What follows belongs to an exercise in optimizing a design on an open flow for small area; a production flow would make more cautious choices.
Only simulation tests tie the RTL to the original design; equivalence was not proved.
Power figures rest on the tool's default switching activity, not on a simulated workload.

==> flow/design.v <==
module tsn_switch_core (
    input  wire         clk,
    input  wire         rst_n,
    input  wire [3:0]   rx_valid,
    input  wire [3:0]   rx_sof,
    input  wire [3:0]   rx_eof,
    input  wire [127:0] rx_data,
    input  wire [7:0]   rx_mod,
    input  wire [3:0]   rx_error,
    input  wire [191:0] rx_dst_mac,
    input  wire [191:0] rx_src_mac,
    input  wire [63:0]  rx_ethertype,
    input  wire [47:0]  rx_vlan_id,
    input  wire [11:0]  rx_priority,
    input  wire [3:0]   rx_vlan_valid,
    output wire [3:0]   tx_valid,
    output wire [3:0]   tx_sof,
    output wire [3:0]   tx_eof,
    output wire [127:0] tx_data,
    output wire [7:0]   tx_mod,
    output wire [11:0]  tx_priority,
    input  wire [3:0]   tx_ready,
    input  wire [63:0]  ptp_time,
    input  wire         time_valid,
    output wire [63:0]  frame_timestamp,
    input  wire         learning_enable,
    input  wire         cut_through_enable,
    input  wire [15:0]  default_vlan,
    input  wire [3:0]   port_enable,
    input  wire         security_enable,
    input  wire [47:0]  allowed_mac_base,
    input  wire [15:0]  allowed_mac_mask,
    input  wire [15:0]  blocked_ethertypes,
    output wire [127:0] forwarded_frames_packed,
    output wire [127:0] dropped_frames_packed,
    output wire [31:0]  learned_addresses,
    output wire [31:0]  security_violations,
    output wire [15:0]  switch_status,
    output wire [31:0]  cut_through_count,
    output wire [31:0]  store_forward_count
);
    switching_matrix #(
        .NUM_PORTS(4),
        .MAC_TABLE_SIZE(8),
        .VLAN_TABLE_SIZE(256),
        .CUT_THROUGH_THRESHOLD(64)
    ) switch_matrix (
        .clk(clk),
        .rst_n(rst_n),
        .rx_valid(rx_valid),
        .rx_sof(rx_sof),
        .rx_eof(rx_eof),
        .rx_data(rx_data),
        .rx_mod(rx_mod),
        .rx_error(rx_error),
        .rx_dst_mac(rx_dst_mac),
        .rx_src_mac(rx_src_mac),
        .rx_ethertype(rx_ethertype),
        .rx_vlan_id(rx_vlan_id),
        .rx_priority(rx_priority),
        .rx_vlan_valid(rx_vlan_valid),
        .tx_valid(tx_valid),
        .tx_sof(tx_sof),
        .tx_eof(tx_eof),
        .tx_data(tx_data),
        .tx_mod(tx_mod),
        .tx_priority(tx_priority),
        .tx_ready(tx_ready),
        .ptp_time(ptp_time),
        .time_valid(time_valid),
        .frame_timestamp(frame_timestamp),
        .learning_enable(learning_enable),
        .cut_through_enable(cut_through_enable),
        .default_vlan(default_vlan),
        .port_enable(port_enable),
        .security_enable(security_enable),
        .allowed_mac_base(allowed_mac_base),
        .allowed_mac_mask(allowed_mac_mask),
        .blocked_ethertypes(blocked_ethertypes),
        .vlan_member_packed({1024{1'b1}}),
        .vlan_untag_packed({1024{1'b0}}),
        .forwarded_frames_packed(forwarded_frames_packed),
        .dropped_frames_packed(dropped_frames_packed),
        .learned_addresses(learned_addresses),
        .security_violations(security_violations),
        .switch_status(switch_status),
        .cut_through_count(cut_through_count),
        .store_forward_count(store_forward_count)
    );
endmodule

module switching_matrix #(
    parameter NUM_PORTS = 4,
    parameter MAC_TABLE_SIZE = 8,
    parameter VLAN_TABLE_SIZE = 256,
    parameter CUT_THROUGH_THRESHOLD = 64
) (
    input  wire         clk,
    input  wire         rst_n,
    input  wire [3:0]   rx_valid,
    input  wire [3:0]   rx_sof,
    input  wire [3:0]   rx_eof,
    input  wire [127:0] rx_data,
    input  wire [7:0]   rx_mod,
    input  wire [3:0]   rx_error,
    input  wire [191:0] rx_dst_mac,
    input  wire [191:0] rx_src_mac,
    input  wire [63:0]  rx_ethertype,
    input  wire [47:0]  rx_vlan_id,
    input  wire [11:0]  rx_priority,
    input  wire [3:0]   rx_vlan_valid,
    output wire [3:0]   tx_valid,
    output wire [3:0]   tx_sof,
    output wire [3:0]   tx_eof,
    output wire [127:0] tx_data,
    output wire [7:0]   tx_mod,
    output wire [11:0]  tx_priority,
    input  wire [3:0]   tx_ready,
    input  wire [63:0]  ptp_time,
    input  wire         time_valid,
    output wire [63:0]  frame_timestamp,
    input  wire         learning_enable,
    input  wire         cut_through_enable,
    input  wire [15:0]  default_vlan,
    input  wire [3:0]   port_enable,
    input  wire         security_enable,
    input  wire [47:0]  allowed_mac_base,
    input  wire [15:0]  allowed_mac_mask,
    input  wire [15:0]  blocked_ethertypes,
    input  wire [1023:0] vlan_member_packed,
    input  wire [1023:0] vlan_untag_packed,
    output wire [127:0]  forwarded_frames_packed,
    output wire [127:0]  dropped_frames_packed,
    output wire [31:0]  learned_addresses,
    output wire [31:0]  security_violations,
    output wire [15:0]  switch_status,
    output wire [31:0]  cut_through_count,
    output wire [31:0]  store_forward_count
);
    integer p, i, o, k;
    reg [47:0] src [0:3];
    reg [47:0] dst [0:3];
    reg [11:0] vid [0:3];
    always @(*) begin
        for (p = 0; p < 4; p = p + 1) begin
            src[p] = rx_src_mac[p*48 +: 48];
            dst[p] = rx_dst_mac[p*48 +: 48];
            vid[p] = rx_vlan_valid[p] ? rx_vlan_id[p*12 +: 12] : default_vlan[11:0];
        end
    end
    reg [47:0] t_addr [0:7];
    reg [11:0] t_vlan [0:7];
    reg [1:0]  t_port [0:7];
    reg [3:0]  next_free;                  
    reg [7:0]  t_valid;
    reg [7:0]  vhit [0:3];                 
    reg [7:0]  lhit [0:3];                 
    reg [7:0]  fhit [0:3];                 
    reg [3:0]  learn_req, add;
    reg        any_add;
    reg [1:0]  add_port;
    reg [7:0]  slot_sel;
    reg [7:0]  port_we;
    reg [1:0]  port_wd [0:7];
    always @(*) begin
        for (i = 0; i < 8; i = i + 1)
            t_valid[i] = (next_free > i);
        for (p = 0; p < 4; p = p + 1) begin
            for (i = 0; i < 8; i = i + 1) begin
                vhit[p][i] = t_valid[i] && (t_vlan[i] == vid[p]);
                lhit[p][i] = vhit[p][i] && (t_addr[i] == src[p]);
                fhit[p][i] = vhit[p][i] && (t_addr[i] == dst[p]);
            end
            learn_req[p] = learning_enable && rx_valid[p] && rx_sof[p];
            add[p] = learn_req[p] && !(|lhit[p]) && !next_free[3];
        end
        any_add = |add;
        add_port = add[3] ? 2'd3 : add[2] ? 2'd2 : add[1] ? 2'd1 : 2'd0;
        for (i = 0; i < 8; i = i + 1)
            slot_sel[i] = any_add && (next_free[2:0] == i);
        for (i = 0; i < 8; i = i + 1) begin
            port_we[i] = slot_sel[i];
            port_wd[i] = add_port;
            for (p = 0; p < 4; p = p + 1) begin
                if (learn_req[p] && lhit[p][i]) begin
                    port_we[i] = 1'b1;
                    port_wd[i] = p;
                end
            end
        end
    end
    always @(posedge clk or negedge rst_n) begin
        if (!rst_n)
            next_free <= 4'd0;
        else if (any_add)
            next_free <= next_free + 4'd1;
    end
    always @(posedge clk) begin
        for (i = 0; i < 8; i = i + 1) begin
            if (slot_sel[i]) begin
                t_addr[i] <= src[add_port];
                t_vlan[i] <= vid[add_port];
            end
            if (port_we[i])
                t_port[i] <= port_wd[i];
        end
    end
    reg [3:0]  fwd_req;
    reg [3:0]  viol, drop;
    reg [3:0]  ports [0:3];
    reg [3:0]  uni;
    reg [3:0]  fwd_inc, drop_inc;
    always @(*) begin
        for (p = 0; p < 4; p = p + 1) begin
            fwd_req[p] = rx_valid[p] && rx_sof[p] && !rx_error[p];
            viol[p] = security_enable &&
                      ((src[p][47:16] != allowed_mac_base[47:16]) ||
                       (((src[p][15:0] ^ allowed_mac_base[15:0]) & allowed_mac_mask) != 16'h0));
            drop[p] = viol[p] || (security_enable && blocked_ethertypes[rx_ethertype[p*16 +: 4]]);
            uni = 4'h0;
            for (i = 0; i < 8; i = i + 1)
                if (fhit[p][i])
                    uni = uni | (4'b0001 << t_port[i]);
            if (drop[p])
                ports[p] = 4'h0;
            else if (dst[p][40] || !(|fhit[p]))
                ports[p] = ~(4'b0001 << p) & port_enable;
            else
                ports[p] = uni & ~(4'b0001 << p) & port_enable;
            drop_inc[p] = fwd_req[p] && drop[p];
            fwd_inc[p]  = fwd_req[p] && !drop[p] && (|ports[p]);
        end
    end
    reg [3:0]  pend [0:3];
    reg [2:0]  fprio [0:3];
    reg [3:0]  fct;
    reg [5:0]  wcnt [0:3];                 
    reg [63:0] ts0;
    reg [31:0] fwd_cnt [0:3];
    reg [31:0] drop_cnt [0:3];
    reg [31:0] sec_cnt;
    always @(posedge clk or negedge rst_n) begin
        if (!rst_n) begin
            for (p = 0; p < 4; p = p + 1) begin
                pend[p] <= 4'h0;
                fprio[p] <= 3'h0;
                fct[p] <= 1'b0;
                wcnt[p] <= 6'h0;
                fwd_cnt[p] <= 32'h0;
                drop_cnt[p] <= 32'h0;
            end
            ts0 <= 64'h0;
            sec_cnt <= 32'h0;
        end else begin
            for (p = 0; p < 4; p = p + 1) begin
                if (fwd_req[p]) begin
                    pend[p] <= ports[p];
                    fprio[p] <= rx_priority[p*3 +: 3];
                    fct[p] <= cut_through_enable && (wcnt[p][5:4] != 2'b00);
                end else if (rx_eof[p]) begin
                    pend[p] <= 4'h0;
                    wcnt[p] <= 6'h0;
                end else if (rx_valid[p]) begin
                    wcnt[p] <= wcnt[p] + 6'd1;
                end
                if (fwd_inc[p])
                    fwd_cnt[p] <= fwd_cnt[p] + 32'd1;
                if (drop_inc[p])
                    drop_cnt[p] <= drop_cnt[p] + 32'd1;
            end
            if (fwd_req[0])
                ts0 <= ptp_time;
            if (|(fwd_req & viol))
                sec_cnt <= sec_cnt + 32'd1;
        end
    end
    reg [1:0]  arb [0:3];
    reg [1:0]  cur [0:3];
    reg [3:0]  active;
    reg [3:0]  o_valid, o_sof, o_eof;
    reg [31:0] o_data [0:3];
    reg [1:0]  o_mod [0:3];
    reg [2:0]  o_prio [0:3];
    reg [31:0] ct_cnt, sf_cnt;
    reg [3:0]  start;                      
    reg [1:0]  sel [0:3];
    reg        hit;
    reg [1:0]  cp;
    reg [3:0]  ld_src [0:3];               
    reg        ct_inc, sf_inc;
    always @(*) begin
        ct_inc = 1'b0;
        sf_inc = 1'b0;
        for (o = 0; o < 4; o = o + 1) begin
            hit = 1'b0;
            sel[o] = 2'd0;
            for (k = 0; k < 4; k = k + 1) begin
                cp = arb[o] + k;
                if (!hit && cp != o && pend[cp][o]) begin
                    sel[o] = cp;
                    hit = 1'b1;
                end
            end
            start[o] = !active[o] && tx_ready[o] && hit;
            for (k = 0; k < 4; k = k + 1)
                ld_src[o][k] = (k != o) &&
                               ((active[o] && cur[o] == k) || (start[o] && sel[o] == k));
            if (start[o]) begin
                if (fct[sel[o]])
                    ct_inc = 1'b1;
                else
                    sf_inc = 1'b1;
            end
        end
    end
    reg [31:0] dnext;
    always @(posedge clk or negedge rst_n) begin
        if (!rst_n) begin
            for (o = 0; o < 4; o = o + 1) begin
                arb[o] <= 2'd1;
                cur[o] <= 2'd0;
                active[o] <= 1'b0;
                o_valid[o] <= 1'b0;
                o_sof[o] <= 1'b0;
                o_eof[o] <= 1'b0;
                o_data[o] <= 32'h0;
                o_mod[o] <= 2'h0;
                o_prio[o] <= 3'h0;
            end
            ct_cnt <= 32'h0;
            sf_cnt <= 32'h0;
        end else begin
            for (o = 0; o < 4; o = o + 1) begin
                o_sof[o] <= start[o];
                o_eof[o] <= active[o] && rx_eof[cur[o]];
                if (|ld_src[o]) begin
                    dnext = 32'h0;
                    for (k = 0; k < 4; k = k + 1)
                        if (ld_src[o][k])
                            dnext = dnext | rx_data[k*32 +: 32];
                    o_data[o] <= dnext;
                end
                if (start[o]) begin
                    cur[o] <= sel[o];
                    active[o] <= 1'b1;
                    o_prio[o] <= fprio[sel[o]];
                    o_valid[o] <= 1'b1;
                    arb[o] <= arb[o] + 2'd1;
                end else if (active[o]) begin
                    o_valid[o] <= rx_valid[cur[o]];
                    o_mod[o] <= rx_mod[cur[o]*2 +: 2];
                    if (rx_eof[cur[o]])
                        active[o] <= 1'b0;
                end else if (!tx_ready[o]) begin
                    o_valid[o] <= 1'b0;
                end
            end
            if (ct_inc)
                ct_cnt <= ct_cnt + 32'd1;
            if (sf_inc)
                sf_cnt <= sf_cnt + 32'd1;
        end
    end
    genvar g;
    generate
        for (g = 0; g < 4; g = g + 1) begin : gen_out
            assign tx_valid[g] = o_valid[g];
            assign tx_sof[g] = o_sof[g];
            assign tx_eof[g] = o_eof[g];
            assign tx_data[g*32 +: 32] = o_data[g];
            assign tx_mod[g*2 +: 2] = o_mod[g];
            assign tx_priority[g*3 +: 3] = o_prio[g];
            assign forwarded_frames_packed[g*32 +: 32] = fwd_cnt[g];
            assign dropped_frames_packed[g*32 +: 32] = drop_cnt[g];
        end
    endgenerate
    assign learned_addresses = {28'h0, next_free};
    assign security_violations = sec_cnt;
    assign cut_through_count = ct_cnt;
    assign store_forward_count = sf_cnt;
    assign frame_timestamp = ts0;
    assign switch_status = {
        sec_cnt[31],
        |drop_cnt[0],
        |drop_cnt[1],
        |drop_cnt[2],
        |drop_cnt[3],
        cut_through_enable,
        learning_enable,
        security_enable,
        port_enable
    };
endmodule
==> flow/run.sh <==
#!/bin/bash
# synth_recipe.tcl (not shown) runs the flow's synth.tcl, then flattens the netlist and writes it again
# the make line also repeats each setting of config.mk as NAME=value (left out here)
make -C /OpenROAD-flow-scripts/flow DESIGN_CONFIG=/design/flow/config.mk WORK_HOME=/design/flow/orfs CLKGATE_MAP_FILE= SYNTH_SCRIPT=/design/flow/synth_recipe.tcl finish
==> flow/config.mk <==
export PLATFORM = sky130hd
export DESIGN_NAME = tsn_switch_core
export DESIGN_NICKNAME = tsn_switch_core
export VERILOG_FILES = /design/flow/design.v
export SDC_FILE = /design/flow/constraint.sdc
export NUM_CORES = 4
export LEC_CHECK = 0
export CAP_MARGIN = 40
export CORE_MARGIN = 2
export CORE_UTILIZATION = 20
export PLACE_DENSITY = 0.35
export SLEW_MARGIN = 40
==> flow/constraint.sdc <==
create_clock -name core_clock -period 10.0 [get_ports {clk}]
set_input_delay 2.0000 -clock core_clock [delete_from_list [all_inputs] [get_ports {clk}]]
set_output_delay 2.0000 -clock core_clock [all_outputs]
set_load 0.01 [all_outputs]
==> summary.txt, run 1 <==
Power
  – Switching Share: 45.1%
  – P_sw: 0.0102 W
  – P_leak: 44.7 nW
  – Comb power frac: 43.0%
  – Reg power frac: 30.2%
  – Internal Pwr Total: 0.0125 W
  – Clock group share of total power: 26.9%
  – PD cells: 182 nW/um2
  – Max VDD drop: 196 uV

Worst setup path
  – Reg-to-reg startpoint: switch_matrix.t_addr[4][41]
  – R2R depth: 12
  – Critical Path RT: 10.53 ns
  – Worst path max stage delay: 0.86 ns
  – Crit-path most repeated cell: buf_4
  – Worst Setup Start Kind: input port
  – CP Max Fanout: 69
  – Crit-path leading delay family: simple AND/OR/NAND/NOR gates
  – Crit-path cells: clkdlybuf4s50_1 > buf_4 > mux2i_2 > xor2_1 > nand4_1 > nor4_1 > nand3_1 > nor4_2 > buf_4 > or4_4 > buf_12 > nor2_1 > a211oi_4
  – Worst endpoint data arrival time: 7.99 ns
  – Worst R2R Setup Slack: 4.16 ns
  – CP startpoint: rx_vlan_valid[3]
  – Crit path capture type: flop
  – Slowest CP cell: a211oi_4
  – Levels on crit path: 13
  – Reg-to-reg endpoint: switch_matrix.t_addr[3][20]
  – Worst setup path class: input port to flop
  – Buf/Inv on CP: 4
  – Critical path endpoint: switch_matrix.t_addr[0][27]

Global route
  – Antenna violations before repair: 168
  – All-Layer GR Usage: 39.2%
  – Largest net degree at the start of global routing: 140
  – Overflow after GRT: 0
  – First-pass GRT wire length: 1,170,000 um
  – Vias in the first global route: 91.7k

Timing
  – Slew @ Worst Pin: 1.03 ns
  – Final worst clock skew: 0.0947 ns
  – Fin. Hold Viols: 0
  – Setup violations, final: 0
  – F_max: 0.134 GHz
  – Fin crit share: 74.6%
  – Max_slew headroom: 31.3%
  – Period minus WS final: 7.46 ns
  – Hold WS: 0.463 ns
  – Slew Viols, Final: 0
  – Setup TNS: 0 ns
  – RSZ-0062 raised after global routing: false

Detailed routing
  – Max layer used: met5
  – ANT nets after route: 0
  – Avg WL per Cell: 54.2 um
  – Metal2 WL: 405,000 um
  – Initial drt markers: 16.0k
  – Residual DRC: 0
  – WL met3: 102,000 um
  – DRT met1 WL: 356,000 um
  – Routed WL: 967,000 um
  – Vias: 100k
  – Pre-antenna DRT Iters: 9
  – Via-to-Cell Ratio: 5.62

Clock tree
  – Post-CTS Repair Setup Buffers: 0
  – Clock sinks: 1,148
  – Worst-Skew Late Latency: 0.95 ns
  – Reg clk slew, reported paths: 0.06 ns
  – Htree depth: 4
  – Clock buffer depth: 4
  – Total CTS buffers: 159
  – CTS tree: done
  – Post-cts resize count: 0
  – CTS Root Cell: clkbuf_16
  – Post-CTS Hold Buffers: 0

Yosys
  – Warnings, synthesis: 24
  – Register area share after synthesis: 33.3%
  – Synthesized-area fraction occupied by adder cells: 0.761%
  – Post-synth cell types: 85
  – Post-synth EDFFs: 496
  – Main synth FF type: dfrtp_1
  – Avg Cell Area, Syn: 9.41 um2
  – Cells after Synth: 9,960
  – Main combinational cell family by area after synthesis: XOR/XNOR gates
  – Mux cell area share after synthesis: 2.49%
  – Post-synthesis register bit count: 1,148
  – Synth Area in Simple Gates: 16.1%
  – XOR/XNOR Fraction of Synth Area: 37.4%
  – Post-synthesis instance area: 93,700 um2
  – Post-synthesis async set-or-reset flop share: 56.8%
  – Compound-Gate Fraction of Synth Area: 5.00%

Floorplan
  – Die Footprint: 474,000 um2
  – Num rows: 251
  – Number of I/O pins: 1,462
  – Die height: 688 um
  – Core area: 467,000 um2
  – Die Span X: 688 um
  – Initial core utilization: 20.1%

Hold path
  – Hold Crit Start: switch_matrix.fwd_cnt[2][31]
  – Worst hold stages: 1
  – Hold Crit Class: flop to flop

Run status
  – Status: timing/DRC/antenna clean

Place
  – Gp weighted congestion: 1.07
  – Port Buffers: 1,376
  – Placed cells: 17.5k
  – DP Wirelength: 737,000 um
  – Post-DP Area: 119,000 um2

Layout
  – Seq. cell area: 31,200 um2
  – Final core occ: 26.7%
  – Layout Cells excl Fill: 17.8k
  – Filler Cells Inserted: 49.5k
  – Commonest non-fill, non-tap cell in the layout: xnor2_1
  – Nets: 12.3k
  – Commonest non-fill, non-tap cells in the layout: xnor2_1 (2,365), xor2_1 (1,637), clkdlybuf4s50_1 (1,208), buf_4 (878), nand4_1 (670)
  – Final Cell Area: 125,000 um2
  – Layout cells sized above 1: 14.2%
  – Multi-input combinational cell area: 59,000 um2
  – Area grow syn2layout: 32.9%

Flow run
  – Max_cap viols: 0
## metrics by stage
stage | setup slack (ns) | total power, W
CTS | 2.74 | 0.0225
detailed placement | 1.77 | 0.0164
finish | 2.54 | 0.0227
floorplan | 3.04 | 0.0103
global placement | 1.14 | 0.0163
global route | 2.64 | 0.0232
## worst reg2reg max path: stages (launching register included)
cell,delay (ns)
edfxtp_1,0.90
buf_4,0.35
xnor2_1,0.10
nand4_1,0.16
nor4_1,0.10
nand3_1,0.56
o22ai_1,0.24
or3_1,0.39
or4_4,0.57
nand3_2,0.13
a41o_1,0.45
and2_4,0.79
buf_4,0.66
## cell type report
cell class              count  share of cell area [%]
multi-input cells        7679                    47.4
flip-flops and latches   1148                    25.1
repair buffers           2343                    16.7
well taps                6198                    6.23
clock buffers             211                    3.56
clock inverters            73                   0.685
inverters                  90                   0.271
diodes                     89                   0.179
## state kept, by name (all words and copies together), names as in the netlist, 16 cells and up
name                    count
switch_matrix.fwd_cnt     128
switch_matrix.sec_cnt      32
switch_matrix.t_port       16
switch_matrix.ct_cnt       32
switch_matrix.t_vlan       96
switch_matrix.ts0          64
switch_matrix.t_addr      384
switch_matrix.o_data      128
switch_matrix.drop_cnt    128
switch_matrix.sf_cnt       32
switch_matrix.wcnt         24
## power groups by stage
stage / combinational (W) / clock [W] / sequential [W]
5_1_grt: 0.00992 / 0.00635 / 0.00689
4_1_cts: 0.00946 / 0.00618 / 0.00686
6_report: 0.00974 / 0.00610 / 0.00684
3_5_place_dp: 0.00942 / 0 / 0.00694
2_1_floorplan: 0.00397 / 0 / 0.00636
3_3_place_gp: 0.00929 / 0 / 0.00696
## how the worst min path moves through the flow
stage	endpoint	slack [ns]
6_report	switch_matrix.fwd_cnt[2][31]	0.46
2_1_floorplan	switch_matrix.pend[0][2]	0.45
3_5_place_dp	switch_matrix.o_data[1][25]	0.46
5_1_grt	switch_matrix.fwd_cnt[2][31]	0.48
3_3_place_gp	switch_matrix.fwd_cnt[2][31]	0.46
4_1_cts	switch_matrix.fwd_cnt[2][31]	0.47
## cells by family after synthesis
logic type	Yosys count
XOR/XNOR	4002
AND/OR/NAND/NOR	2816
other	1
adder cells (fa/ha/maj)	57
AO/OA/AOI/OAI	634
flip-flops	1148
buffers and inverters	1164
multiplexers	138
## routing by layer
layer	GRT usage, %	vias up
met5	0.0306	-
met4	33.9	72
met3	13.4	2753
met2	58.2	8461
met1	45.0	51558
li1	-	37308
## Yosys cell counts (all sizes together), types with 34 or more instances
cell | instances | area (um2)
a22oi | 45 | 338
a21oi | 99 | 495
mux4 | 36 | 811
nor3 | 110 | 556
xor2 | 1637 | 14300
nand4 | 670 | 4190
o21ai | 83 | 415
nor2 | 306 | 1150
nor4 | 593 | 3720
buf | 228 | 1090
mux2 | 34 | 383
o22ai | 68 | 425
a211oi | 64 | 480
a222oi | 132 | 1320
inv | 90 | 338
clkbuf | 846 | 3180
nand2 | 645 | 2420
xnor2 | 2365 | 20700
ha | 57 | 713
dfrtp | 648 | 16200
nand3 | 197 | 1030
edfxtp | 496 | 14900
and3 | 108 | 676
mux2i | 68 | 1140
==> run 2: changes to the inputs <==
--- a/flow/design.v
+++ b/flow/design.v
@@ -240,10 +240,52 @@
     reg [31:0] drop_cnt [0:3];
     reg [31:0] sec_cnt;
+    reg [31:0] fwd_tgl [0:3];
+    reg [31:0] drop_tgl [0:3];
+    reg [31:0] sec_tgl;
+    reg        fwd_lo [0:3];
+    reg        drop_lo [0:3];
+    reg        sec_lo;
+    integer    ci, cn;
+    always @(*) begin
+        for (cn = 0; cn < 4; cn = cn + 1) begin
+            fwd_lo[cn] = 1'b1;
+            drop_lo[cn] = 1'b1;
+            for (ci = 0; ci < 32; ci = ci + 1) begin
+                if (ci % 8 == 0) begin
+                    if (ci > 0) begin
+                        fwd_lo[cn] = fwd_lo[cn] & (&fwd_cnt[cn][ci-8 +: 8]);
+                        drop_lo[cn] = drop_lo[cn] & (&drop_cnt[cn][ci-8 +: 8]);
+                    end
+                    fwd_tgl[cn][ci] = fwd_inc[cn] & fwd_lo[cn];
+                    drop_tgl[cn][ci] = drop_inc[cn] & drop_lo[cn];
+                end else begin
+                    fwd_tgl[cn][ci] = fwd_tgl[cn][ci-1] & fwd_cnt[cn][ci-1];
+                    drop_tgl[cn][ci] = drop_tgl[cn][ci-1] & drop_cnt[cn][ci-1];
+                end
+            end
+        end
+        sec_lo = 1'b1;
+        for (ci = 0; ci < 32; ci = ci + 1) begin
+            if (ci % 8 == 0) begin
+                if (ci > 0)
+                    sec_lo = sec_lo & (&sec_cnt[ci-8 +: 8]);
+                sec_tgl[ci] = (|(fwd_req & viol)) & sec_lo;
+            end else begin
+                sec_tgl[ci] = sec_tgl[ci-1] & sec_cnt[ci-1];
+            end
+        end
+    end
+    always @(posedge clk) begin
+        for (p = 0; p < 4; p = p + 1) begin
+            if (fwd_req[p]) begin
+                fprio[p] <= rx_priority[p*3 +: 3];
+                fct[p] <= cut_through_enable && (wcnt[p][5:4] != 2'b00);
+            end
+        end
+    end
     always @(posedge clk or negedge rst_n) begin
         if (!rst_n) begin
             for (p = 0; p < 4; p = p + 1) begin
                 pend[p] <= 4'h0;
-                fprio[p] <= 3'h0;
-                fct[p] <= 1'b0;
                 wcnt[p] <= 6'h0;
                 fwd_cnt[p] <= 32'h0;
@@ -256,6 +298,4 @@
                 if (fwd_req[p]) begin
                     pend[p] <= ports[p];
-                    fprio[p] <= rx_priority[p*3 +: 3];
-                    fct[p] <= cut_through_enable && (wcnt[p][5:4] != 2'b00);
                 end else if (rx_eof[p]) begin
                     pend[p] <= 4'h0;
@@ -264,13 +304,10 @@
                     wcnt[p] <= wcnt[p] + 6'd1;
                 end
-                if (fwd_inc[p])
-                    fwd_cnt[p] <= fwd_cnt[p] + 32'd1;
-                if (drop_inc[p])
-                    drop_cnt[p] <= drop_cnt[p] + 32'd1;
+                fwd_cnt[p] <= fwd_cnt[p] ^ fwd_tgl[p];
+                drop_cnt[p] <= drop_cnt[p] ^ drop_tgl[p];
             end
             if (fwd_req[0])
                 ts0 <= ptp_time;
-            if (|(fwd_req & viol))
-                sec_cnt <= sec_cnt + 32'd1;
+            sec_cnt <= sec_cnt ^ sec_tgl;
         end
     end
@@ -315,9 +352,33 @@
     end
     reg [31:0] dnext;
+    reg [31:0] ct_tgl, sf_tgl;
+    reg        ct_lo, sf_lo;
+    integer    ei;
+    always @(*) begin
+        ct_lo = 1'b1;
+        sf_lo = 1'b1;
+        for (ei = 0; ei < 32; ei = ei + 1) begin
+            if (ei % 8 == 0) begin
+                if (ei > 0) begin
+                    ct_lo = ct_lo & (&ct_cnt[ei-8 +: 8]);
+                    sf_lo = sf_lo & (&sf_cnt[ei-8 +: 8]);
+                end
+                ct_tgl[ei] = ct_inc & ct_lo;
+                sf_tgl[ei] = sf_inc & sf_lo;
+            end else begin
+                ct_tgl[ei] = ct_tgl[ei-1] & ct_cnt[ei-1];
+                sf_tgl[ei] = sf_tgl[ei-1] & sf_cnt[ei-1];
+            end
+        end
+    end
+    always @(posedge clk) begin
+        for (o = 0; o < 4; o = o + 1)
+            if (start[o])
+                cur[o] <= sel[o];
+    end
     always @(posedge clk or negedge rst_n) begin
         if (!rst_n) begin
             for (o = 0; o < 4; o = o + 1) begin
                 arb[o] <= 2'd1;
-                cur[o] <= 2'd0;
                 active[o] <= 1'b0;
                 o_valid[o] <= 1'b0;
@@ -342,5 +403,4 @@
                 end
                 if (start[o]) begin
-                    cur[o] <= sel[o];
                     active[o] <= 1'b1;
                     o_prio[o] <= fprio[sel[o]];
@@ -356,8 +416,6 @@
                 end
             end
-            if (ct_inc)
-                ct_cnt <= ct_cnt + 32'd1;
-            if (sf_inc)
-                sf_cnt <= sf_cnt + 32'd1;
+            ct_cnt <= ct_cnt ^ ct_tgl;
+            sf_cnt <= sf_cnt ^ sf_tgl;
         end
     end
==> flow/flow/run.sh (new file) <==
#!/bin/bash
# The standard layout (standard.sh) with these changes:
#  - after the standard synthesis, the combinational logic is mapped again
#    with ABC's area-oriented mapper (amap); flip-flops, their names and
#    cell types are left exactly as the standard synthesis made them
#  - ports get the smallest buffer, sky130_fd_sc_hd__buf_1
#  - the buffers Yosys/ABC inserted are removed at floorplan
set -euo pipefail
WORK=$(pwd)
R=$WORK/orfs/results/$FLOW_PLATFORM/tsn_switch_core/base
LIB=$FLOW_HOME/platforms/$FLOW_PLATFORM/lib/sky130_fd_sc_hd__tt_025C_1v80.lib
YOSYS=$FLOW_HOME/../tools/install/yosys/bin/yosys
[[ -x $YOSYS ]] || YOSYS=yosys

export BUFFER_PORTS_ARGS="-buffer_cell sky130_fd_sc_hd__buf_1"
export REMOVE_ABC_BUFFERS=1
export CTS_ARGS="-sink_clustering_enable -repair_clock_nets -dont_use_dummy_load"

# 1. standard synthesis
bash standard.sh synth > make_synth.log 2>&1

# 2. remap the combinational cells
cp $R/1_2_yosys.v $WORK/standard_synth.v
printf 'strash\ndch -f\namap\ntopo\n' > $WORK/amap.abc
cat > $WORK/remap.ys <<EOT
read_liberty -ignore_miss_func $LIB
blackbox sky130_fd_sc_hd__df* sky130_fd_sc_hd__edf* sky130_fd_sc_hd__sdf* sky130_fd_sc_hd__sedf* sky130_fd_sc_hd__dl* sky130_fd_sc_hd__conb_1
read_verilog $WORK/standard_synth.v
hierarchy -check -top $FLOW_TOP
flatten
opt_clean -purge
abc -script $WORK/amap.abc -liberty $LIB -dont_use sky130_fd_sc_hd__probe_p_8 -dont_use sky130_fd_sc_hd__probec_p_8 -dont_use sky130_fd_sc_hd__lpflow_*
opt_clean -purge
hilomap -singleton -hicell sky130_fd_sc_hd__conb_1 HI -locell sky130_fd_sc_hd__conb_1 LO
insbuf -buf sky130_fd_sc_hd__buf_1 A X
splitnets
opt_clean -purge
check
stat -liberty $LIB
write_verilog -noattr -nohex -nodec $WORK/remapped.v
EOT
$YOSYS -l $WORK/remap.log -q $WORK/remap.ys > /dev/null
cp $WORK/remapped.v $R/1_2_yosys.v
rm -f $R/1_synth.odb $R/1_synth.sdc

# 3. the rest of the standard layout
bash standard.sh > make_layout.log 2>&1
==> flow/standard.sh (new file) <==
#!/bin/bash
# synth_recipe.tcl (not shown) runs the flow's synth.tcl, then flattens the netlist and writes it again
# the make line also repeats each setting of config.mk as NAME=value (left out here)
make -C /OpenROAD-flow-scripts/flow DESIGN_CONFIG=/design/flow/config.mk WORK_HOME=/design/flow/orfs CLKGATE_MAP_FILE= SYNTH_SCRIPT=/design/flow/synth_recipe.tcl "${@:-finish}"
--- a/flow/config.mk
+++ b/flow/config.mk
@@ -6,7 +6,8 @@
 export NUM_CORES = 4
 export LEC_CHECK = 0
-export CAP_MARGIN = 40
+export CAP_MARGIN = 0
 export CORE_MARGIN = 2
 export CORE_UTILIZATION = 20
+export GPL_TIMING_DRIVEN = 0
 export PLACE_DENSITY = 0.35
-export SLEW_MARGIN = 40
+export SLEW_MARGIN = 0
removed: flow/run.sh
==> run 2 against run 1 <==
  * The flow now stops in global routing
  * Synthesized area shrank 9.8%
  * Synthesized cell count grew 4.1%
==> summary.txt, run 2 <==
Run status
  – Status: did not finish
  – Stop stage: global routing
  – Halt Reason: [ERROR GRT-0116] Global routing finished with congestion. Check the congestion regions in the DRC Viewer.

Clock tree
  – Htree depth: 4 (unchanged)
  – Post-CTS Hold Buffers: 0 (unchanged)
  – Clock buffer depth: 4 (unchanged)
  – Total CTS buffers: 157 (-1.3%)
  – CTS Root Cell: clkbuf_16

Yosys
  – Avg Cell Area, Syn: 8.15 um2 (-13%)
  – Warnings, synthesis: 28 (+17%)
  – Post-synthesis instance area: 84,500 um2 (-9.8%)
  – Cells after Synth: 10.4k (+4.1%)

Place
  – Gp weighted congestion: 1.50 (+40%)
  – DP Wirelength: 1,230,000 um (+67%)
  – Post-DP Area: 105,000 um2 (-12%)
  – Port Buffers: 1,376 (unchanged)

Floorplan
  – Num rows: 238 (-5.2%)
  – Die height: 654 um (-5.0%)
  – Die Span X: 654 um (-5.0%)
  – Initial core utilization: 20.1% (+0.040 points)
  – Number of I/O pins: 1,462 (unchanged)

Global route
  – Largest net degree at the start of global routing: 78
  – Overflow after GRT: 2,389
  – First-pass GRT wire length: 2,300,000 um
  – All-Layer GR Usage: 82.7%
  – Vias in the first global route: 162k
-- run 2: worst max path at each step --
stage                          start                           end  slack, ns  cells after the start
floorplan           rx_vlan_valid[2]    switch_matrix.t_port[2][0]      -5.20                     15
CTS                 rx_vlan_valid[0]  switch_matrix.fwd_cnt[0][31]      0.001                     23
detailed placement  rx_vlan_valid[2]  switch_matrix.fwd_cnt[2][31]      -2.80                     25
global placement     rx_src_mac[116]    switch_matrix.t_port[6][0]     -54.99                     14
-- run 2: timing repair --
item / CTS
setup buffers: 24
hold endpoints to repair: 0
gates resized for setup: 60
pin swaps: 8
setup endpoints to repair: 840
-- run 2: metrics by stage --
stage,setup slack (ns),cells
after floorplan,-5.20,9789
after global placement,-54.99,16805
after CTS,0.00107,17436
after detailed placement,-2.80,17255
-- run 2: power by group through the flow --
stage	combinational, W	sequential (W)	clock (W)
4_1_cts	0.00683	0.00615	0.00514
3_5_place_dp	0.00681	0.00623	0
3_3_place_gp	0.00645	0.00620	0
2_1_floorplan	0.00238	0.00617	0
-- run 2: layer usage --
layer | GRT usage, % | GRT overflow
met1 | 84.7 | 352
met2 | 91.0 | 831
met3 | 75.4 | 463
met4 | 76.0 | 707
met5 | 61.7 | 36
==> run 3: changes to the inputs <==
--- a/flow/config.mk
+++ b/flow/config.mk
@@ -8,6 +8,6 @@
 export CAP_MARGIN = 0
 export CORE_MARGIN = 2
-export CORE_UTILIZATION = 20
+export CORE_UTILIZATION = 13
 export GPL_TIMING_DRIVEN = 0
-export PLACE_DENSITY = 0.35
+export PLACE_DENSITY = 0.3
 export SLEW_MARGIN = 0
==> run 3 against run 2 <==
  * The flow stops in global placement
  * Synthesized cell count stayed put
  * Synthesized area stayed put
==> summary.txt, run 3 <==
Run status
  – Status: did not finish
  – Stop stage: global placement
  – Halt Reason: [ERROR GPL-0305] RePlAce diverged during gradient descent calculation, resulting in an invalid step length (Inf or NaN). This is often caused by numerical instability ...

Floorplan
  – Number of I/O pins: 1,462 (unchanged)
  – Die height: 810 um (+24%)
  – Num rows: 296 (+24%)
  – Die Span X: 810 um (+24%)
  – Initial core utilization: 13.0% (-7.1 points)

Yosys
  – Cells after Synth: 10.4k (unchanged)
  – Post-synthesis instance area: 84,500 um2 (unchanged)
  – Avg Cell Area, Syn: 8.15 um2 (unchanged)
  – Warnings, synthesis: 28 (unchanged)

Place
  – Port Buffers: 1,376 (unchanged)
==> run 4: changes to the inputs <==
==> flow/flow/run.sh (replaced) <==
#!/bin/bash
# The standard layout (standard.sh) with these changes:
#  - ports get the smallest buffer, sky130_fd_sc_hd__buf_1
#  - the buffers Yosys/ABC inserted are removed at floorplan
#  - after the (unchanged) standard synthesis, buf_8/12/16 join the platform's
#    don't-use list, so repair builds buffer trees from smaller buffers
set -euo pipefail
export BUFFER_PORTS_ARGS="-buffer_cell sky130_fd_sc_hd__buf_1"
export REMOVE_ABC_BUFFERS=1
export CTS_ARGS="-sink_clustering_enable -repair_clock_nets -dont_use_dummy_load -buf_list sky130_fd_sc_hd__clkbuf_8 -sink_clustering_size 25 -sink_clustering_max_diameter 60"

# standard synthesis, unchanged
bash standard.sh synth > make_synth.log 2>&1

# the rest of the layout, with the extra don't-use cells on make's command line
# (the platform's own list is repeated, as a command-line value replaces it)
PLATFORM_DU=$(sed -n '/^export DONT_USE_CELLS += /,/^#/p' "$FLOW_HOME/platforms/$FLOW_PLATFORM/config.mk" | grep -o 'sky130_fd_sc_hd__[a-z0-9_]*' | tr '\n' ' ')
bash standard.sh "DONT_USE_CELLS=$PLATFORM_DU sky130_fd_sc_hd__buf_8 sky130_fd_sc_hd__buf_12 sky130_fd_sc_hd__buf_16" finish > make_layout.log 2>&1
--- a/flow/config.mk
+++ b/flow/config.mk
@@ -6,8 +6,8 @@
 export NUM_CORES = 4
 export LEC_CHECK = 0
-export CAP_MARGIN = 0
+export CAP_MARGIN = 30
 export CORE_MARGIN = 2
-export CORE_UTILIZATION = 13
+export CORE_UTILIZATION = 20
 export GPL_TIMING_DRIVEN = 0
-export PLACE_DENSITY = 0.3
-export SLEW_MARGIN = 0
+export PLACE_DENSITY = 0.35
+export SLEW_MARGIN = 30
==> run 4 against run 3 <==
  * Synthesized cell count down 9.5%
  * Synthesized area up 10%
  * The run now finishes clean
==> summary.txt, run 4 <==
Run status
  – Status: timing/DRC/antenna clean

Layout
  – Multi-input combinational cell area: 58,400 um2
  – Filler Cells Inserted: 50.2k
  – Max reg flops: 384
  – Final core occ: 25.5%
  – Layout cells sized above 1: 18.0%
  – Commonest non-fill, non-tap cells in the layout: xnor2_1 (2,076), xor2_1 (1,629), buf_6 (1,005), buf_1 (991), nand4_1 (706)
  – Largest register by flop count: switch_matrix.t_addr
  – Area grow syn2layout: 27.2%
  – Nets: 12.2k
  – Final Cell Area: 118,000 um2
  – Commonest non-fill, non-tap cell in the layout: xnor2_1
  – Seq. cell area: 31,300 um2

Worst setup path
  – Worst setup path class: input port to flop
  – Worst R2R Setup Slack: 2.34 ns
  – Slowest CP cell: nor4_1
  – Reg-to-reg endpoint: switch_matrix.fwd_cnt[3][31]
  – Worst endpoint data arrival time: 9.28 ns
  – Reg-to-reg startpoint: switch_matrix.t_addr[6][13]
  – R2R depth: 20
  – Buf/Inv on CP: 5
  – Critical Path RT: 10.98 ns
  – Crit-path most repeated cell: ha_1
  – CP Max Fanout: 9
  – Crit-path cells: buf_2 > buf_6 > mux2i_4 > xnor2_1 > nor4_1 > nand4_1 > buf_6 > nor4_2 > buf_4 > buf_6 > nor4b_1 > a31oi_2 > a311o_1 > nand3_2 > nor3b_2 > ha_1 > ha_1 > ha_1 > ha_1 > ha_1 > ha_1 > ha_1 > xor2_1
  – Crit-path leading delay family: simple AND/OR/NAND/NOR gates
  – Worst Setup Start Kind: input port
  – Crit path capture type: flop
  – Worst path max stage delay: 1.00 ns

Timing
  – Final worst clock skew: 0.198 ns
  – F_max: 0.121 GHz
  – Slew @ Worst Pin: 1.24 ns
  – Fin crit share: 83.0%
  – Setup violations, final: 0
  – RSZ-0062 raised after global routing: false
  – Max_slew headroom: 17.2%
  – Period minus WS final: 8.30 ns
  – Slew Viols, Final: 0
  – Fin. Hold Viols: 0

Place
  – Gp weighted congestion: 1.14
  – DP Wirelength: 774,000 um
  – Port Buffers: 1,376 (unchanged)
  – Post-DP Area: 115,000 um2

Detailed routing
  – Metal2 WL: 370,000 um
  – Routed WL: 950,000 um
  – Max layer used: met5
  – Residual DRC: 0
  – Via-to-Cell Ratio: 5.84
  – Pre-antenna DRT Iters: 22
  – Avg WL per Cell: 54.8 um
  – WL met3: 139,000 um
  – Vias: 101k
  – Initial drt markers: 18.7k
  – ANT nets after route: 0
  – DRT met1 WL: 328,000 um

Yosys
  – Post-synth cell types: 88
  – Post-synthesis register bit count: 1,148
  – Register area share after synthesis: 33.7%
  – Share of Yosys cell area claimed by the top area cell type: 19.6%
  – Main synth FF type: dfrtp_1
  – Count leader, synth: xnor2_1
  – Post-synthesis async set-or-reset flop share: 54.7%
  – Post-synth top cells: xnor2_1 (2,076), xor2_1 (1,629), clkbuf_1 (795)
  – Warnings, synthesis: 28 (unchanged)
  – Post-synth top area cell: xnor2_1
  – Post-synthesis instance area: 93,000 um2 (+10%)
  – Cells after Synth: 9,384 (-9.5%)
  – Avg Cell Area, Syn: 9.91 um2 (+22%)
  – Post-synth EDFFs: 520
  – Synth area leaders: xnor2_1 (20%), dfrtp_1 (17%), edfxtp_1 (17%), xor2_1 (15%), nand4_1 (4.8%)

Global route
  – All-Layer GR Usage: 38.8%
  – Largest net degree at the start of global routing: 65
  – Vias in the first global route: 90.2k
  – First-pass GRT wire length: 1,150,000 um
  – Antenna violations before repair: 145
  – Overflow after GRT: 0

Floorplan
  – Die Span X: 686 um (-15%)
  – Core area: 463,000 um2
  – Die Footprint: 470,000 um2
  – Number of I/O pins: 1,462 (unchanged)
  – Die height: 686 um (-15%)
  – Initial core utilization: 20.1% (+7.0 points)
  – Num rows: 250 (-16%)

Clock tree
  – CTS tree: done
  – Post-CTS Hold Buffers: 0
  – Clock sinks: 1,148
  – Total CTS buffers: 187
  – Clock buffer depth: 4
  – Post-cts resize count: 0
  – Htree depth: 4
  – Reg clk slew, reported paths: 0.06 ns
  – Post-CTS Repair Setup Buffers: 0
  – Worst-Skew Late Latency: 1.23 ns
  – CTS Root Cell: clkbuf_8

Power
  – P_leak: 44.6 nW
  – Power Total: 0.0167 W
  – Max VDD drop: 154 uV
  – PD cells: 141 nW/um2

Hold path
  – Hold Path End: switch_matrix.ct_cnt[31]
  – Hold Crit Class: flop to flop
  – Worst hold stages: 1
  – Hold Crit Start: switch_matrix.ct_cnt[31]

Flow run
  – Max_cap viols: 0
==> run 4: final cells by class <==
| class | instances | area share (%) |
|---|---|---|
| clock buffer | 187 | 2.18 |
| tap | 6174 | 6.53 |
| multi-input combinational | 7185 | 49.4 |
| sequential | 1148 | 26.5 |
| inverter | 56 | 0.188 |
| antenna | 132 | 0.279 |
| timing repair buffer | 2456 | 15.0 |
==> run 4: layer usage <==
layer | track usage [%] | vias to the layer above
met1 | 40.9 | 51026
li1 | - | 36033
met3 | 22.8 | 3736
met2 | 53.4 | 10392
met5 | 8.33 | -
met4 | 34.4 | 119
==> run 4: power by group <==
group	internal (W)	switching (W)	total, W
logic	0.00209	0.00472	0.00681
clock network	0.00163	0.00215	0.00378
registers	0.00552	0.000617	0.00613
total	0.00924	0.00748	0.0167
==> run 4: metrics by stage <==
stage	cells	setup WS (ns)	hold WS (ns)	setup TNS, ns
finish	17338	1.70	0.466	0
global route	17259	1.86	0.490	0
CTS	17200	2.09	0.467	0
detailed placement	17013	0.843	0.460	0
global placement	15939	-31.01	0.452	-
floorplan	8389	-1.25	0.469	-598.88
==> run 4: kinds of logic (layout without fill, tap and decap cells) <==
logic type | Yosys count | count (layout) | synth area share [%]
multiplexers | 247 | 247 | 3.99
adder cells (fa/ha/maj) | 350 | 350 | 4.71
buffers and inverters | 1082 | 2699 | 4.69
XOR/XNOR | 3705 | 3705 | 34.9
other | 1 | 164 | 0.00403
AO/OA/AOI/OAI | 576 | 576 | 4.49
flip-flops | 1148 | 1148 | 33.7
AND/OR/NAND/NOR | 2275 | 2275 | 13.5
==> run 4: worst max-delay path by stage <==
stage / from / endpoint / slack (ns) / cells past startpoint
after floorplan: rx_vlan_valid[3] / switch_matrix.t_addr[3][0] / -1.25 / 10
after global placement: rst_n / switch_matrix.sec_cnt[15] / -31.01 / 1
after detailed placement: rx_vlan_valid[0] / switch_matrix.fwd_cnt[0][31] / 0.84 / 19
after CTS: rx_vlan_valid[0] / switch_matrix.fwd_cnt[0][15] / 2.09 / 19
after global routing: rx_vlan_valid[0] / switch_matrix.fwd_cnt[0][15] / 1.86 / 19
final: rx_vlan_valid[1] / switch_matrix.fwd_cnt[1][15] / 1.70 / 23
==> run 4: worst register-to-register path, cell delays in order, from the launching register on <==
cell	delay, ns
edfxtp_1	0.86
buf_6	0.32
buf_6	0.25
xnor2_1	0.14
nand4_1	0.55
nor4_1	0.80
nand3_1	0.95
nor2_1	0.45
nor2_1	0.07
a41oi_1	0.37
a311o_1	0.62
nand3_1	0.46
and3_1	0.29
ha_1	0.18
ha_1	0.18
ha_1	0.18
ha_1	0.18
ha_1	0.18
ha_1	0.17
ha_1	0.30
xor2_1	0.21

## what the ideal ports hide
How much do the figures lean on ideal ports? The routed layouts below were timed once more, with nothing changed but the port constraints. Step 1, drivers: a clkbuf_16 drives clk and a buf_2 each remaining input, both assumed. Step 2 times the ports against the registers' clock, not the clock port: input delays grow and output delays shrink by t, the midpoint of the rising clock arrivals with the driver on. Slacks: ideal ports / drivers / drivers and shift; pairs: ideal ports / drivers.
run	t, ns	slack for setup (ns)	worst setup path at the end
run 1	1.042	2.536 / 2.588 / 1.545	input to register
run 4	1.224	1.705 / 1.779 / 0.555	input to register
After both steps every run listed still meets setup and hold. For run 4, which loses most, drivers alone change the setup slack by +0.074 ns; drivers and shift together by -1.150 ns.
